Source: an optimization exercise on an open RTL-to-GDS flow (aim: small area). Production flows keep margins and buffers that such runs may drop.
RTL that was checked went through simulation tests only; none was proved equivalent to the original.
Only the layout flow was run in run 1; the RTL was not checked for function there.
Power and IR drop assume default switching activity.

===== flow/flow/run.sh =====
#!/bin/bash
# Layout flow: the standard flow (standard.sh), with three changes.
#  1. Synthesis: the standard synthesis runs first.  Then its logic is made
#     again four ways, each keeping the standard synthesis's flip-flops (same
#     names, same cells):
#       std_deep0  the standard netlist's logic re-optimised by ABC
#                  (flow/abc_deep0.script),
#       rtl_deep0, rtl_deep2, rtl_nf
#                  design.v synthesised by Yosys as the standard synthesis
#                  does (synth -flatten -nofsm -noshare, registers renamed
#                  after their wires), its logic mapped by ABC with
#                  flow/abc_deep0.script, abc_deep2.script or abc_nf.script.
#     A candidate whose flip-flop names differ from the standard netlist's is
#     dropped; of the rest, the netlist with the smallest cell area (not
#     counting plain buffers, which the layout flow removes) goes on
#     through the rest of the standard flow (resynth_choice.txt says which).
#  2. Every port still gets its own buffer, a buf_1 instead of clkdlybuf4s50_1.
#  3. CTS builds the tree from small clock buffers, without dummy loads.
# Each tool's full output goes to a log here: make_synth.log, <candidate>.log,
# make_finish.log (ORFS also keeps each step's log under orfs/logs/).
set -euo pipefail
cat >> config.mk <<'EOC'
export BUFFER_PORTS_ARGS = -buffer_cell sky130_fd_sc_hd__buf_1
export CTS_ARGS = -sink_clustering_enable -repair_clock_nets -dont_use_dummy_load -sink_clustering_size 12 -sink_clustering_max_diameter 60 -buf_list {sky130_fd_sc_hd__clkbuf_4 sky130_fd_sc_hd__clkbuf_8 sky130_fd_sc_hd__clkbuf_16}
EOC
bash standard.sh synth > make_synth.log 2>&1

RES=orfs/results/${FLOW_PLATFORM}/morse_top/base
LIB=${FLOW_HOME}/platforms/${FLOW_PLATFORM}/lib/sky130_fd_sc_hd__tt_025C_1v80.lib
YOSYS=yosys
if [[ -x ${FLOW_HOME}/../tools/install/yosys/bin/yosys ]]; then
  YOSYS=${FLOW_HOME}/../tools/install/yosys/bin/yosys
fi
DONT_USE=""
for c in $(sed -n 's/^export DONT_USE_CELLS += *//p; /^ *sky130_fd_sc_hd__/p' ${FLOW_HOME}/platforms/${FLOW_PLATFORM}/config.mk | tr -d '\\'); do
  DONT_USE="$DONT_USE -dont_use $c"
done
cp ${RES}/1_2_yosys.v standard_1_2_yosys.v
FINISH="setundef -zero
splitnets
opt_clean -purge
hilomap -singleton -hicell sky130_fd_sc_hd__conb_1 HI -locell sky130_fd_sc_hd__conb_1 LO
insbuf -buf sky130_fd_sc_hd__buf_4 A X
rename -hide w:*\$func\$*
write_verilog -noattr -nohex -nodec"

# $1 candidate name, $2 ABC script
from_standard() {
  ${YOSYS} -l $1.log -p "
read_liberty -ignore_miss_func ${LIB}
blackbox sky130_fd_sc_hd__dfxtp_1
read_verilog standard_1_2_yosys.v
hierarchy -top ${FLOW_TOP}
flatten
opt -purge
techmap
opt -fast -purge
abc -script $2 -liberty ${LIB} ${DONT_USE}
${FINISH} $1.v
tee -o $1_stat.txt stat -liberty ${LIB}
" > /dev/null || true
}
from_rtl() {
  ${YOSYS} -l $1.log -p "
read_verilog -sv ${FLOW_DESIGN}
hierarchy -top ${FLOW_TOP}
synth -top ${FLOW_TOP} -flatten -nofsm -noshare
rename -wire
opt_clean -purge
dfflibmap -liberty ${LIB} ${DONT_USE}
abc -script $2 -liberty ${LIB} ${DONT_USE}
${FINISH} $1.v
tee -o $1_stat.txt stat -liberty ${LIB}
" > /dev/null || true
}
from_standard std_deep0 flow/abc_deep0.script &
from_rtl rtl_deep0 flow/abc_deep0.script &
from_rtl rtl_deep2 flow/abc_deep2.script &
from_rtl rtl_nf flow/abc_nf.script &
wait

flops() { grep -E '^ *sky130_fd_sc_hd__df' "$1" | awk '{print $1, $2}' | sort; }
flops standard_1_2_yosys.v > flops_standard.txt
best=""
best_area=""
for c in std_deep0 rtl_deep0 rtl_deep2 rtl_nf; do
  a=""
  if [[ -f $c.v && -f ${c}_stat.txt ]]; then
    # cell area less plain buffers, which the layout flow removes again
    a=$(awk '/Chip area for module/ {t = $NF} /sky130_fd_sc_hd__buf_[0-9]+$/ {b += $2} END {if (t != "") printf "%.4f", t - b}' ${c}_stat.txt)
    flops $c.v > flops_$c.txt
    if ! cmp -s flops_standard.txt flops_$c.txt; then
      echo "$c: flip-flops differ from the standard synthesis, dropped" >> resynth_choice.txt
      continue
    fi
  fi
  echo "$c: ${a:-failed}" >> resynth_choice.txt
  if [[ -n "$a" ]] && { [[ -z "$best" ]] || awk -v a="$a" -v b="$best_area" 'BEGIN{exit !(a < b)}'; }; then
    best=$c
    best_area=$a
  fi
done
if [[ -n "$best" ]]; then
  echo "chosen: $best ($best_area)" >> resynth_choice.txt
  cp $best.v ${RES}/1_2_yosys.v
  rm -f ${RES}/1_synth.odb ${RES}/1_synth.sdc
else
  echo "chosen: standard synthesis" >> resynth_choice.txt
fi
bash standard.sh finish > make_finish.log 2>&1

===== flow/flow/abc_deep0.script =====
strash
&get -n
&deepsyn -T 150
&put
&get -n
&dch -f
&nf -R 1000
&put
topo
dnsize -c

===== flow/flow/abc_deep2.script =====
strash
&get -n
&deepsyn -T 150 -S 2
&put
&get -n
&dch -f
&nf -R 1000
&put
topo
dnsize -c

===== flow/flow/abc_nf.script =====
strash
dc2
balance
 rewrite
 refactor
 balance
 rewrite
 rewrite -z
 balance
 refactor -z
 rewrite -z
 balance
&get -n
&dch -f
&nf -R 1000
&put
topo
dnsize -c

===== flow/standard.sh =====
#!/bin/bash
# synth_recipe.tcl (not shown) runs the flow's synth.tcl, then flattens the netlist and writes it again
# the make line also repeats each setting of config.mk as NAME=value (left out here)
make -C /OpenROAD-flow-scripts/flow DESIGN_CONFIG=/design/flow/config.mk WORK_HOME=/design/flow/orfs CLKGATE_MAP_FILE= SYNTH_SCRIPT=/design/flow/synth_recipe.tcl "${@:-finish}"

===== flow/config.mk =====
export PLATFORM = sky130hd
export DESIGN_NAME = morse_top
export DESIGN_NICKNAME = morse_top
export VERILOG_FILES = /design/flow/design.v
export SDC_FILE = /design/flow/constraint.sdc
export NUM_CORES = 4
export LEC_CHECK = 0
export ABC_AREA = 1
export CAP_MARGIN = 20
export CORE_MARGIN = 2
export CORE_UTILIZATION = 55
export SLEW_MARGIN = 20
export BUFFER_PORTS_ARGS = -buffer_cell sky130_fd_sc_hd__buf_1
export CTS_ARGS = -sink_clustering_enable -repair_clock_nets -dont_use_dummy_load -sink_clustering_size 12 -sink_clustering_max_diameter 60 -buf_list {sky130_fd_sc_hd__clkbuf_4 sky130_fd_sc_hd__clkbuf_8 sky130_fd_sc_hd__clkbuf_16}

===== flow/constraint.sdc =====
create_clock -name core_clock -period 20.0 [get_ports {clk}]
set_input_delay 4.0000 -clock core_clock [delete_from_list [all_inputs] [get_ports {clk}]]
set_output_delay 4.0000 -clock core_clock [all_outputs]
set_load 0.01 [all_outputs]

===== flow/design.v =====
`timescale 1ns / 1ps
module decoder(
    input clk,
    input rst,           
    input en,            
    input long_key,
    input short_key,
    input send,
    input back_space,
    input reset,
    input wr,            
    output reg [14:0] Y_led,
    output reg error_out_of_length,
    output error_character,
    output reg error_decode,
    output reg [3:0] cnt_character,
    output reg [5:0] code,
    output reg pend
);
reg [2:0] k_long, k_short, k_back, k_send;
reg [3:0] k_reset;
wire full = error_out_of_length;
assign error_character = cnt_character[3];
wire run = en & ~rst;
wire h_long  = long_key & (&k_long);
wire h_short = short_key & (&k_short);
wire h_back  = back_space & (&k_back);
wire h_send  = send & (&k_send);
wire h_reset = k_reset[3] | (reset & (&k_reset[2:0]));
wire a_long  = run & h_long;
wire a_short = run & ~h_long & h_short;
wire a_back  = run & ~h_long & ~h_short & h_back;
wire a_send  = run & ~h_long & ~h_short & ~h_back & h_send;
wire a_reset = run & ~h_long & ~h_short & ~h_back & ~h_send & h_reset;
wire a_any   = run & (h_long | h_short | h_back | h_send | h_reset);
wire [15:0] z;
assign z[15] = 1'b1;
genvar g;
generate
    for (g = 0; g < 15; g = g + 1) begin : g_z
        assign z[g] = z[g + 1] & ~Y_led[g];
    end
endgenerate
wire [14:0] at;
assign at[0] = z[0];
assign at[1] = 1'b0;
generate
    for (g = 2; g < 15; g = g + 1) begin : g_at
        assign at[g] = Y_led[g - 2] & z[g - 1];
    end
endgenerate
wire empty = ~full & z[0];
localparam [63:0] CODE_OK = 64'hd101808b3fd7fffc;
wire code_ok = CODE_OK[code];
wire [2:0] longs = {2'd0, code[0]} + {2'd0, code[1]} + {2'd0, code[2]} + {2'd0, code[3]} + {2'd0, code[4]};
wire [15:0] y_pad = {1'b0, Y_led};
wire six = code[5] & y_pad[4'd10 + {1'b0, longs}];
wire send_ok = ~cnt_character[3] & ~empty & ~six & code_ok;
wire sent = a_send & send_ok;            
wire wipe = rst | a_reset | (a_send & ~send_ok);   
wire push_long  = a_long & ~full & ~at[14];
wire push_short = a_short & ~full;
wire push = push_long | push_short;
wire pop  = a_back & ~empty;
wire clear = rst | a_send | a_reset;     
reg [14:0] y_n;
integer i;
always @(*)
    for (i = 0; i < 15; i = i + 1)
        y_n[i] = (Y_led[i] & ~clear & ~(a_back & z[i < 14 ? i + 2 : 15]))
               | (push_long & (at[i] | (i > 0 ? at[i - 1] : 1'b0)))
               | (push_short & at[i]);
wire full_n = (a_long & (full | ~z[10]))
            | (a_short & (full | ~z[11]))
            | (full & ~rst & ~a_any);
reg [5:0] code_n;
always @(*) begin
    code_n = code;
    if (wipe)
        code_n = 6'd1;
    else if (push) begin
        if (pend)
            code_n = {5'b00001, a_long};
        else if (!code[5])
            code_n = {code[4:0], a_long};
    end else if (pop) begin
        if (!six)
            code_n = {1'b0, code[5:1]};
    end else if (wr)
        code_n = 6'd1;
end
wire k_clr  = rst | a_any;
wire kr_clr = rst | (a_any & ~a_long);
wire ke = en;
always @(posedge clk) begin
    Y_led <= y_n;
    error_out_of_length <= full_n;
    code <= code_n;
    pend <= ~rst & ~a_reset & (sent | (pend & ~wr));
    cnt_character <= {4{~rst & ~a_reset}} & (cnt_character + {3'd0, sent});
    error_decode <= ~rst & (en ? (a_send & ~send_ok & ~cnt_character[3]) : error_decode);
    k_long  <= {3{~k_clr}} & (k_long + {2'd0, long_key & ke});
    k_short <= {3{~k_clr}} & (k_short + {2'd0, short_key & ke});
    k_back  <= {3{~k_clr}} & (k_back + {2'd0, back_space & ke});
    k_send  <= {3{~k_clr}} & (k_send + {2'd0, send & ke});
    k_reset <= {4{~kr_clr}} & (k_reset + {3'd0, reset & ke & ~k_reset[3]});
end
endmodule
`timescale 1ns / 1ps
module seg_tube(
    input switch,               
    input mode_selection,       
    input clk,
    input rst,                  
    output [7:0] DIG,           
    input [5:0] code,           
    input pend,
    input [3:0] cnt_characters,
    input [63:0] store,
    output wr,                  
    output [7:0] Y              
);
reg [2:0] scan_cnt;
reg [4:0] frame;
reg [9:0] mode_cnt;
reg [47:0] ring;
wire [3:0] last = cnt_characters - 4'd1;
assign wr = pend & (scan_cnt == last[2:0]);
wire [5:0] cur = wr ? code : ring[5:0];
always @(posedge clk)
    ring <= {cur, ring[47:6]};
wire frame_end = ~mode_cnt[0] & mode_cnt[1] & mode_cnt[3] & ~mode_cnt[4] &
                 mode_cnt[5] & mode_cnt[6] & ~mode_cnt[7] & ~mode_cnt[9];
always @(posedge clk)
if (rst) begin
    scan_cnt <= 3'd0;
    mode_cnt <= 10'd0;
    frame <= 5'd16;
end else begin
    scan_cnt <= scan_cnt + 3'd1;
    if (mode_selection) begin
        mode_cnt <= 10'd0;
        frame <= 5'd16;
    end else if (frame_end) begin
        mode_cnt <= 10'd0;
        frame <= (frame == 5'd7) ? 5'd16 : frame + 5'd1;
    end else
        mode_cnt <= {mode_cnt[8:0], ~(mode_cnt[9] ^ mode_cnt[6])};
end
wire [6:0] ch;
assign ch[0] = (cur[0] & cur[2] & ~cur[3] & ~cur[4]) | (~cur[0] & ~cur[2] & ~cur[4]) | (cur[0] & ~cur[1] & cur[2]) | (~cur[0] & cur[1] & cur[3]) | (~cur[0] & cur[1] & cur[4]) | (cur[4] & cur[5]) | (cur[1] & ~cur[2] & cur[5]) | (~cur[0] & ~cur[1] & ~cur[3] & ~cur[4]);
assign ch[1] = (cur[0] & cur[2] & ~cur[3]) | (~cur[0] & ~cur[1] & ~cur[2] & ~cur[3] & ~cur[5]) | (cur[1] & cur[2] & cur[4]) | (cur[3] & cur[5]) | (cur[0] & cur[5]) | (cur[2] & cur[3] & cur[4]) | (cur[0] & cur[1] & ~cur[2] & cur[3]) | (~cur[0] & ~cur[1] & cur[2] & ~cur[4]) | (cur[0] & ~cur[1] & ~cur[2] & ~cur[4]);
assign ch[2] = (cur[0] & cur[3]) | (~cur[2] & cur[5]) | (~cur[1] & ~cur[2] & cur[4]) | (cur[2] & ~cur[4] & ~cur[5]) | (cur[4] & cur[5]) | (cur[0] & cur[4]);
assign ch[3] = (~cur[0] & ~cur[1] & cur[2]) | (cur[1] & cur[3] & cur[4]) | (cur[0] & cur[1] & ~cur[2]) | (cur[0] & ~cur[3] & cur[4]) | (~cur[0] & ~cur[3] & cur[5]) | (~cur[0] & ~cur[1] & cur[3] & ~cur[5]) | (cur[1] & cur[2] & cur[3] & ~cur[5]) | (cur[2] & ~cur[3] & cur[5]) | (cur[1] & ~cur[2] & ~cur[3] & ~cur[4]) | (cur[0] & ~cur[2] & cur[3] & ~cur[4]);
assign ch[4] = (~cur[0] & cur[4] & ~cur[5]) | (cur[1] & ~cur[4] & ~cur[5]) | (cur[0] & ~cur[4] & ~cur[5]) | (~cur[2] & ~cur[3] & cur[4]) | (~cur[0] & ~cur[1] & cur[2] & cur[3]) | (cur[2] & ~cur[3] & cur[5]) | (cur[0] & cur[4] & cur[5]);
assign ch[5] = (cur[0] & ~cur[3] & ~cur[4] & ~cur[5]) | (~cur[0] & cur[1] & cur[3]) | (~cur[1] & cur[5]) | (cur[0] & cur[3] & cur[4]) | (~cur[0] & ~cur[3] & cur[4]) | (cur[1] & ~cur[2] & ~cur[5]) | (cur[0] & ~cur[1] & cur[3]) | (~cur[0] & ~cur[2] & cur[4]);
assign ch[6] = ~((cur[0] & cur[1] & cur[2] & ~cur[3] & ~cur[5]) | (~cur[2] & cur[3] & cur[5]) | (~cur[0] & cur[1] & cur[3] & ~cur[5]) | (cur[0] & cur[3] & cur[5]) | (~cur[0] & ~cur[1] & cur[2] & ~cur[3]) | (cur[0] & ~cur[3] & cur[4]) | (cur[0] & ~cur[1] & ~cur[2] & ~cur[4] & ~cur[5]));
wire [3:0] g_static, g_scroll;
assign g_static[0] = (~scan_cnt[0] & ~scan_cnt[2] & ~frame[1] & ~frame[2] & ~frame[3]) | (~scan_cnt[0] & scan_cnt[1] & ~frame[1]) | (scan_cnt[0] & ~scan_cnt[1] & frame[3]) | (~scan_cnt[0] & ~scan_cnt[1] & scan_cnt[2] & frame[1]) | (scan_cnt[0] & ~scan_cnt[1] & frame[2]) | (~scan_cnt[0] & scan_cnt[1] & ~scan_cnt[2]) | (scan_cnt[0] & scan_cnt[2] & frame[2]) | (scan_cnt[0] & ~scan_cnt[2] & frame[1] & ~frame[2]) | (~scan_cnt[0] & scan_cnt[2] & frame[3]) | (scan_cnt[2] & ~frame[1] & frame[2]);
assign g_static[1] = (~scan_cnt[0] & scan_cnt[2] & ~frame[1]) | (scan_cnt[0] & scan_cnt[2] & frame[1] & ~frame[2]) | (~scan_cnt[2] & frame[2]) | (~scan_cnt[2] & frame[3]) | (~scan_cnt[1] & frame[3]) | (~scan_cnt[0] & frame[2]) | (scan_cnt[1] & frame[1] & ~frame[2]) | (scan_cnt[1] & scan_cnt[2] & ~frame[1] & ~frame[3]);
assign g_static[2] = ~((~scan_cnt[2] & ~frame[1] & ~frame[2] & ~frame[3]) | (scan_cnt[0] & ~scan_cnt[1] & ~scan_cnt[2]) | (~scan_cnt[0] & ~frame[1] & ~frame[2] & ~frame[3]) | (~scan_cnt[0] & ~scan_cnt[1] & scan_cnt[2] & frame[2]) | (scan_cnt[0] & scan_cnt[1] & scan_cnt[2] & ~frame[1] & frame[2]) | (~scan_cnt[0] & scan_cnt[1] & ~scan_cnt[2] & frame[1] & ~frame[2]));
assign g_static[3] = (~scan_cnt[0] & ~scan_cnt[2] & ~frame[2] & ~frame[3]) | (~scan_cnt[1] & ~frame[1] & ~frame[3]) | (~scan_cnt[1] & ~scan_cnt[2]) | (scan_cnt[0] & ~scan_cnt[2] & frame[3]) | (~scan_cnt[0] & scan_cnt[1] & scan_cnt[2] & frame[3]) | (scan_cnt[0] & scan_cnt[1] & frame[2]) | (~scan_cnt[0] & scan_cnt[2] & frame[1] & frame[2]) | (scan_cnt[0] & ~scan_cnt[1] & frame[3]);
wire [4:0] k = frame + {2'b00, scan_cnt};
assign g_scroll[0] = (k[0] & ~k[1] & ~k[3] & ~k[4]);
assign g_scroll[1] = 1'b1;
assign g_scroll[2] = (~k[0] & ~k[1] & ~k[2]) | (k[0] & k[2]) | (k[1] & k[2]) | (k[3]) | (k[4]);
assign g_scroll[3] = (~k[0] & k[1] & ~k[2] & ~k[3] & ~k[4]);
wire still = frame[4] & (frame[3:1] < 3'd5);
wire [3:0] glyph = still ? g_static : g_scroll;
wire [6:0] wel;
assign wel[0] = ~((~glyph[0] & ~glyph[1] & ~glyph[2] & glyph[3]) | (~glyph[0] & glyph[1] & glyph[2]) | (glyph[1] & ~glyph[2] & ~glyph[3]));
assign wel[1] = (~glyph[0] & ~glyph[1] & ~glyph[2]) | (glyph[0] & glyph[1]) | (glyph[0] & glyph[2]) | (glyph[1] & glyph[2] & glyph[3]);
assign wel[2] = ~((~glyph[0] & glyph[1] & ~glyph[3]) | (glyph[1] & ~glyph[2] & glyph[3]) | (~glyph[0] & ~glyph[1] & glyph[2] & glyph[3]));
assign wel[3] = ~((~glyph[1] & ~glyph[2] & ~glyph[3]) | (glyph[0] & ~glyph[2] & ~glyph[3]) | (glyph[0] & ~glyph[1] & ~glyph[3]) | (~glyph[0] & glyph[1] & glyph[2]));
assign wel[4] = (glyph[1] & ~glyph[2]) | (~glyph[0] & ~glyph[1] & glyph[2]) | (glyph[0] & glyph[1] & ~glyph[3]) | (~glyph[0] & ~glyph[1] & glyph[3]);
assign wel[5] = (~glyph[1] & glyph[2]) | (glyph[0] & ~glyph[3]) | (~glyph[1] & glyph[3]) | (~glyph[0] & glyph[1] & ~glyph[2]);
assign wel[6] = (glyph[0] & ~glyph[2]) | (glyph[1] & ~glyph[2] & glyph[3]) | (~glyph[0] & ~glyph[1] & glyph[2] & ~glyph[3]) | (glyph[0] & glyph[3]);
wire [7:0] sel = 8'b1000_0000 >> scan_cnt;
wire [6:0] st_seg;
genvar i, j;
generate
    for (i = 0; i < 7; i = i + 1) begin : g_store
        wire [7:0] t;
        for (j = 0; j < 8; j = j + 1) begin : g_byte
            assign t[j] = sel[j] & store[8 * j + i];
        end
        assign st_seg[i] = |t;
    end
endgenerate
wire show = {1'b0, scan_cnt} < cnt_characters;
reg [6:0] seg;
always @(*)
    if (switch)
        seg = st_seg;
    else if (mode_selection)
        seg = show ? ~ch : 7'b111_1111;
    else
        seg = ~wel;
assign Y = {1'b1, seg};
genvar d;
generate
    for (d = 0; d < 8; d = d + 1) begin : g_dig
        assign DIG[d] = ~(switch ? sel[7 - d] : sel[d]);
    end
endgenerate
endmodule
`timescale 1ns / 1ps
module morse_top(
    input clk,                  
    input rst,                  
    input enable,               
    input EN,                   
    input [63:0] store,         
    input long_key,             
    input short_key,            
    input send_decoder,         
    input back_space_decoder,   
    input reset,                
    output [14:0] Y_led,
    output error_out_of_length,
    output error_character,
    output error_decode,
    output [7:0] seg_bit_selection,
    output [7:0] seg_selection
);
wire [3:0] cnt_character;
wire [5:0] code;
wire pend, wr;
decoder u_decoder(
    .clk(clk),
    .rst(rst),
    .en(enable),
    .long_key(long_key),
    .short_key(short_key),
    .send(send_decoder),
    .back_space(back_space_decoder),
    .reset(reset),
    .wr(wr),
    .Y_led(Y_led),
    .error_out_of_length(error_out_of_length),
    .error_character(error_character),
    .error_decode(error_decode),
    .cnt_character(cnt_character),
    .code(code),
    .pend(pend)
);
seg_tube u_seg_tube(
    .switch(EN),
    .mode_selection(enable),
    .clk(clk),
    .rst(rst),
    .DIG(seg_bit_selection),
    .code(code),
    .pend(pend),
    .cnt_characters(cnt_character),
    .store(store),
    .wr(wr),
    .Y(seg_selection)
);
endmodule

==> results of run 1 <==
worst max path at each step:
stage	from	endpoint	depth (start not counted)
floorplan	enable	seg_selection[4]	10
global placement	EN	seg_selection[6]	14
detailed placement	EN	seg_selection[6]	14
CTS	EN	seg_selection[6]	14
global route	EN	seg_selection[6]	14
finish	EN	seg_selection[6]	14
layer usage:
layer	GRT usage (%)	share of wire (%)
met2	42.7	48
met1	31.3	45
met4	7.59	1.4
met5	0	0
met3	4.10	5.9
sequential cells by signal (all words and copies together), names as in the netlist:
| signal | flops |
|---|---|
| u_decoder.Y_led | 15 |
| u_decoder.cnt_character | 4 |
| u_decoder.code | 6 |
| u_decoder.error_decode | 1 |
| u_decoder.error_out_of_length | 1 |
| u_decoder.k_back | 3 |
| u_decoder.k_long | 3 |
| u_decoder.k_reset | 4 |
| u_decoder.k_send | 3 |
| u_decoder.k_short | 3 |
| u_decoder.pend | 1 |
| u_seg_tube.frame | 5 |
| u_seg_tube.mode_cnt | 10 |
| u_seg_tube.ring | 48 |
| u_seg_tube.scan_cnt | 3 |
final cells by class:
type | count | area, um2
Tap cell | 108 | 135
Inverter | 17 | 63.8
Sequential cell | 110 | 2200
Fill cell | 756 | 3110
Clock buffer | 9 | 124
Multi-Input combinational cell | 459 | 2550
Timing Repair Buffer | 103 | 409
worst max-delay path, cell delays in order:
cell	delay, ns
buf_1	0.22
nor2_1	0.24
nand3_1	0.10
a2111oi_1	0.27
buf_4	0.22
nor3_1	0.05
nand2_1	0.15
nand2_1	0.10
a21oi_1	0.14
a21oi_1	0.08
a21oi_1	0.14
nand2_1	0.07
a21oi_1	0.14
buf_1	0.19
through the flow:
stage | hold slack (ns) | total power [mW]
after floorplan | 0.310 | 0.256
after global placement | 0.310 | 0.273
after detailed placement | 0.312 | 0.273
after CTS | 0.321 | 0.376
after global routing | 0.319 | 0.391
final | 0.318 | 0.372
power by group through the flow:
stage	clock, mW	sequential, mW	combinational (mW)
after global routing	0.116	0.223	0.0516
after CTS	0.108	0.223	0.0460
final	0.104	0.223	0.0461
after global placement	0	0.228	0.0449
after floorplan	0	0.228	0.0278
after detailed placement	0	0.228	0.0457
==> reports/metrics.csv, run 1 <==
metric,value,unit
RR Startpoint,u_decoder.Y_led[14]$_DFF_P_,
CTS tree,yes,
vias per cell,5.95,
I/O pin total,107,
Post-Syn Area,4820,um2
hold crit path type,reg2reg,
Reg2Reg Depth,13,
Hold Path Sink,u_seg_tube.ring[22]$_DFF_P_,
Worst EP required,16.00,ns
NetSw,0.0939,mW
outcome,no timing/DRC/antenna violations,
Seq pwr share,59.8,%
die span in x,97.7,um
initial antenna violation count,0,
total CTS buffers,9,
Sw Ratio,25.2,%
Int Pwr,0.279,mW
Pins Over Slew Limit,0,
first-pass GRT wire length,19800,um
Placer Congestion,0.877,
final setup violation count,0,
grt ovf,0,
pre-CTS setup slack,9.90,ns
RSZ-0062 raised after global routing,false,
1st-pass router iterations,6,
Clk network pwr share,27.8,%
CP arrival,6.13,ns
core area,8590,um2
Layout area overhead,13.7,%
Crit Path Class,in2out,
"reg-to-reg slack, setup",16.21,ns
final core utilization,63.8,%
Static Leak,2.01,nW
most frequent cells in the layout,"dfxtp_1, buf_1, nor2_1",
Hold Startpoint,u_seg_tube.ring[28]$_DFF_P_,
largest net degree at the start of global routing,25,
"Setup Fix Bufs, Post-CTS",0,
wire per inst,14.7,um
Initial Util,56.1,%
FP Rows,34,
Max transition margin,39.0,%
fin worst setup slack,9.87,ns
power density over the cells,67.9,nW/um2
"Cell Area, Placed",5360,um2
Synth warnings,2,
design area,5490,um2
syn_area_per_cell,8.22,um2
die area,9540,um2
Peak Freq,0.0987,GHz
Critical Path Sink Type,output port,
clock buffer depth,2,
ANT cells,0,
final hold vios,0,
clk latency of the worst-skew pair,0.37,ns
clk sinks,110,
clock skew,0.0394,ns
drt initial violations,226,
share of cells above drive strength 1,2.15,%
worst-margin pin slew,0.890,ns
Resized cells post-CTS,0,
fin nets,773,
CTS root buf,clkbuf_8,
"most common cell after layout, fill and taps aside",dfxtp_1,
final wirelength,11800,um
DP Cell Count,797,
port buffer count,97,
Synthesized Nets,660,
Finished Layout Cells,806,
Post-DP HPWL,8720,um
MaxCap Viol Count,0,
synthesized instance count,587,
post-route minimum period,10.13,ns
Cells on Worst Hold Path,0,
Worst Path Max Fanout,9,
height of the die,97.7,um
"Reg clk slew, reported paths",0.11,ns
combinational power share,12.4,%
CP Launch Type,primary input,
setup TNS,0,ns
vias in the first global route,4359,
hold buffer count at CTS,0,
Routed Antenna Nets,0,
r2r endpoint,u_decoder.code[3]$_SDFFE_PP0P_,
fin crit share,50.7,%
H-tree levels,3,
gr usage total,24.6,%
Max VDD drop,0.0420,mV
# DRC,0,
DR vias,4792,
==> run 2, diff against run 1 <==
--- a/flow/design.v
+++ b/flow/design.v
@@ -19,2 +19,3 @@
 );
+reg [1:0] extra;
 reg [2:0] k_long, k_short, k_back, k_send;
@@ -54,6 +55,3 @@
 wire code_ok = CODE_OK[code];
-wire [2:0] longs = {2'd0, code[0]} + {2'd0, code[1]} + {2'd0, code[2]} + {2'd0, code[3]} + {2'd0, code[4]};
-wire [15:0] y_pad = {1'b0, Y_led};
-wire six = code[5] & y_pad[4'd10 + {1'b0, longs}];
-wire send_ok = ~cnt_character[3] & ~empty & ~six & code_ok;
+wire send_ok = ~cnt_character[3] & ~empty & (extra == 2'd0) & code_ok;
 wire sent = a_send & send_ok;            
@@ -75,14 +73,22 @@
             | (full & ~rst & ~a_any);
+wire more = code[5] | (extra != 2'd0);   
 reg [5:0] code_n;
+reg [1:0] extra_n;
 always @(*) begin
     code_n = code;
-    if (wipe)
+    extra_n = extra;
+    if (wipe) begin
         code_n = 6'd1;
-    else if (push) begin
+        extra_n = 2'd0;
+    end else if (push) begin
         if (pend)
             code_n = {5'b00001, a_long};
-        else if (!code[5])
+        else if (more)
+            extra_n = extra + 2'd1;
+        else
             code_n = {code[4:0], a_long};
     end else if (pop) begin
-        if (!six)
+        if (extra != 2'd0)
+            extra_n = extra - 2'd1;
+        else
             code_n = {1'b0, code[5:1]};
@@ -98,2 +104,3 @@
     code <= code_n;
+    extra <= extra_n;
     pend <= ~rst & ~a_reset & (sent | (pend & ~wr));
--- a/flow/flow/run.sh
+++ b/flow/flow/run.sh
@@ -23,3 +23,3 @@
 export BUFFER_PORTS_ARGS = -buffer_cell sky130_fd_sc_hd__buf_1
-export CTS_ARGS = -sink_clustering_enable -repair_clock_nets -dont_use_dummy_load -sink_clustering_size 12 -sink_clustering_max_diameter 60 -buf_list {sky130_fd_sc_hd__clkbuf_4 sky130_fd_sc_hd__clkbuf_8 sky130_fd_sc_hd__clkbuf_16}
+export CTS_ARGS = -repair_clock_nets -dont_use_dummy_load -buf_list {sky130_fd_sc_hd__clkbuf_4 sky130_fd_sc_hd__clkbuf_8 sky130_fd_sc_hd__clkbuf_16}
 EOC
--- a/flow/config.mk
+++ b/flow/config.mk
@@ -13,2 +13,2 @@
 export BUFFER_PORTS_ARGS = -buffer_cell sky130_fd_sc_hd__buf_1
-export CTS_ARGS = -sink_clustering_enable -repair_clock_nets -dont_use_dummy_load -sink_clustering_size 12 -sink_clustering_max_diameter 60 -buf_list {sky130_fd_sc_hd__clkbuf_4 sky130_fd_sc_hd__clkbuf_8 sky130_fd_sc_hd__clkbuf_16}
+export CTS_ARGS = -repair_clock_nets -dont_use_dummy_load -buf_list {sky130_fd_sc_hd__clkbuf_4 sky130_fd_sc_hd__clkbuf_8 sky130_fd_sc_hd__clkbuf_16}
==> reports/metrics.csv, run 2 <==
metric,value,unit,change
Reg with most FFs,u_seg_tube.ring,,
largest net degree at the start of global routing,25,,unchanged
ANT cells,0,,unchanged
DR vias,4700,,-1.9%
die span in x,98.5,um,+0.90%
final wirelength,11200,um,-4.9%
final setup violation count,0,,unchanged
RR Startpoint,u_decoder.k_long[0]$_DFF_P_,,
Synth warnings,2,,unchanged
synthesized instance count,592,,+0.85%
Routed Antenna Nets,0,,unchanged
Static Leak,1.98,nW,-1.5%
hold crit path type,reg2reg,,
"CP delay by family, top",compound AO/OA/AOI/OAI gates,,
post-route minimum period,9.62,ns,-0.512 ns
Max transition margin,35.0,%,-4.0 points
syn_area_per_cell,8.30,um2,+1.0%
Layout area overhead,10.6,%,
Resized cells post-CTS,0,,unchanged
final core utilization,62.6,%,-1.2 points
height of the die,98.5,um,+0.90%
die area,9710,um2,+1.8%
"slowest stage delay, CP",0.36,ns,+0.09 ns
RSZ-0062 raised after global routing,false,,
fin nets,759,,-1.8%
"reg-to-reg slack, setup",16.36,ns,+0.15 ns
outcome,no timing/DRC/antenna violations,,
Post-DP HPWL,8270,um,-5.2%
Buffers & Inverters on Critical Path,2,,-1
Max VDD drop,0.0446,mV,+6.1%
worst-margin pin slew,0.972,ns,+0.0820 ns
I/O pin total,107,,unchanged
setup TNS,0,ns,unchanged
port buffer count,97,,unchanged
CP arrival,5.62,ns,-0.51 ns
vias per cell,5.93,,-0.19%
Critical Path Sink Type,output port,,
"Setup Fix Bufs, Post-CTS",0,,unchanged
Top Registers,"u_seg_tube.ring x48, u_decoder.Y_led x15, u_seg_tube.mode_cnt x10",,
FP Rows,34,,unchanged
Peak Freq,0.104,GHz,+5.3%
initial antenna violation count,0,,unchanged
fin crit share,48.1,%,-2.6 points
power density over the cells,69.7,nW/um2,+2.7%
Hold Startpoint,u_seg_tube.ring[24]$_DFF_P_,,
CP Launch Type,primary input,,
r2r endpoint,u_decoder.code[0]$_SDFFE_PP1P_,,
clock buffer depth,2,,unchanged
most frequent cells in the layout,"dfxtp_1, buf_1, nand2_1",,
Reg2Reg Depth,13,,unchanged
MaxCap Viol Count,0,,unchanged
crit path cell chain,"buf_1, nand2_1, a221o_1, a221oi_1, a21oi_1, a31oi_1, nor4_1, buf_1",,
Synthesized Nets,665,,+0.76%
grt ovf,0,,unchanged
total CTS buffers,9,,unchanged
core area,8680,um2,+0.99%
# DRC,0,,unchanged
Worst EP required,16.00,ns,about the same
final hold vios,0,,unchanged
first-pass GRT wire length,18900,um,-4.4%
wire per inst,14.2,um,-3.2%
"Reg clk slew, reported paths",0.12,ns,about the same
Cells on Worst Hold Path,0,,unchanged
Post-Syn Area,4920,um2,+1.9%
most frequent CP cell,buf_1,,
clock skew,0.0470,ns,+0.00763 ns
"most common cell after layout, fill and taps aside",dfxtp_1,,
H-tree levels,3,,unchanged
Pins Over Slew Limit,0,,unchanged
CTS tree,yes,,
vias in the first global route,4236,,-2.8%
Worst Path Max Fanout,9,,unchanged
Placer Congestion,0.885,,+0.96%
clk latency of the worst-skew pair,0.37,ns,about the same
clk sinks,112,,+1.8%
WHS,0.273,ns,-0.0449 ns
max FFs per register,48,,unchanged
design area,5440,um2,-0.91%
Crit Path Class,in2out,,
drt initial violations,305,,+35%
"Cell Area, Placed",5310,um2,-0.98%
CP max-delay cell,buf_1,,
1st-pass router iterations,5,,-1
CTS root buf,clkbuf_8,,
gr usage total,22.9,%,-1.7 points
share of cells above drive strength 1,1.75,%,-0.39 points
Hold Path Sink,u_seg_tube.ring[18]$_DFF_P_,,
hold buffer count at CTS,0,,unchanged
Initial Util,56.6,%,+0.50 points
## run 2: final cells by class
type	instances	area, um2
inverter	17	63.8
tap	108	135
clock buffer	9	124
multi-input combinational	447	2490
fill	809	3240
timing repair buffer	99	379
sequential	112	2240
## run 2: layer usage
metal	track usage [%]	up-vias	share of wire, %
met2	38.8	166	47
met3	4.61	13	6.0
li1	-	2341	-
met1	30.9	2180	46
met4	4.00	0	0.89
met5	0	-	0
## run 2: where the power goes
part | total (mW) | internal [mW] | switching [mW] | leakage (nW)
Sequential | 0.228 | 0.225 | 0.00348 | 0.904
Combinational | 0.0457 | 0.0176 | 0.0281 | 1.01
Clock | 0.105 | 0.0407 | 0.0645 | 0.0647
Total | 0.379 | 0.283 | 0.0960 | 1.98
## run 2: how the worst max path moves through the flow
stage                     start          endpoint  slack (ns)  cells past startpoint
after detailed placement     EN  seg_selection[2]       10.41                     10
final                        EN  seg_selection[3]       10.38                      8
after global routing         EN  seg_selection[4]       10.19                     11
after global placement       EN  seg_selection[2]       10.43                     10
after floorplan              EN  seg_selection[2]       10.97                      8
after CTS                    EN  seg_selection[2]       10.41                     10
## run 2: metrics by stage
| stage | power [mW] | setup WS, ns | cells |
|---|---|---|---|
| after floorplan | 0.262 | 10.97 | 592 |
| after global placement | 0.277 | 10.43 | 783 |
| after detailed placement | 0.278 | 10.41 | 783 |
| final | 0.379 | 10.38 | 792 |
| after global routing | 0.396 | 10.19 | 792 |
| after CTS | 0.382 | 10.41 | 792 |

-- static timing again, ports no longer ideal --
Ports are ideal in the flow. The routed layouts listed here were re-timed in OpenROAD. Step 1: set_driving_cell puts a clkbuf_16 on clk and a buf_2 on each other input, an assumption about the parent block. Step 2 also shifts input and output timing later by t, the mid clock arrival at the registers, as if the neighbouring blocks saw the same clock. a / b / c = no drivers / after step 1 / after step 2; a / b = the first two.
| run | t (ns) | setup WS [ns] | worst hold slack (ns) | worst setup path after step 2 | worst slew at a driven data input, ns |
|---|---|---|---|---|---|
| run 1 | 0.382 | 9.869 / 9.849 / 9.849 | 0.318 / 0.318 / 0.318 | input to output | 0.04 |
| run 2 | 0.382 | 10.381 / 10.354 / 10.354 | 0.273 / 0.273 / 0.273 | input to output | 0.05 |
After both steps every run listed still meets setup and hold. For run 2, which loses most, drivers alone change the setup slack by -0.027 ns; drivers and shift together by -0.027 ns.
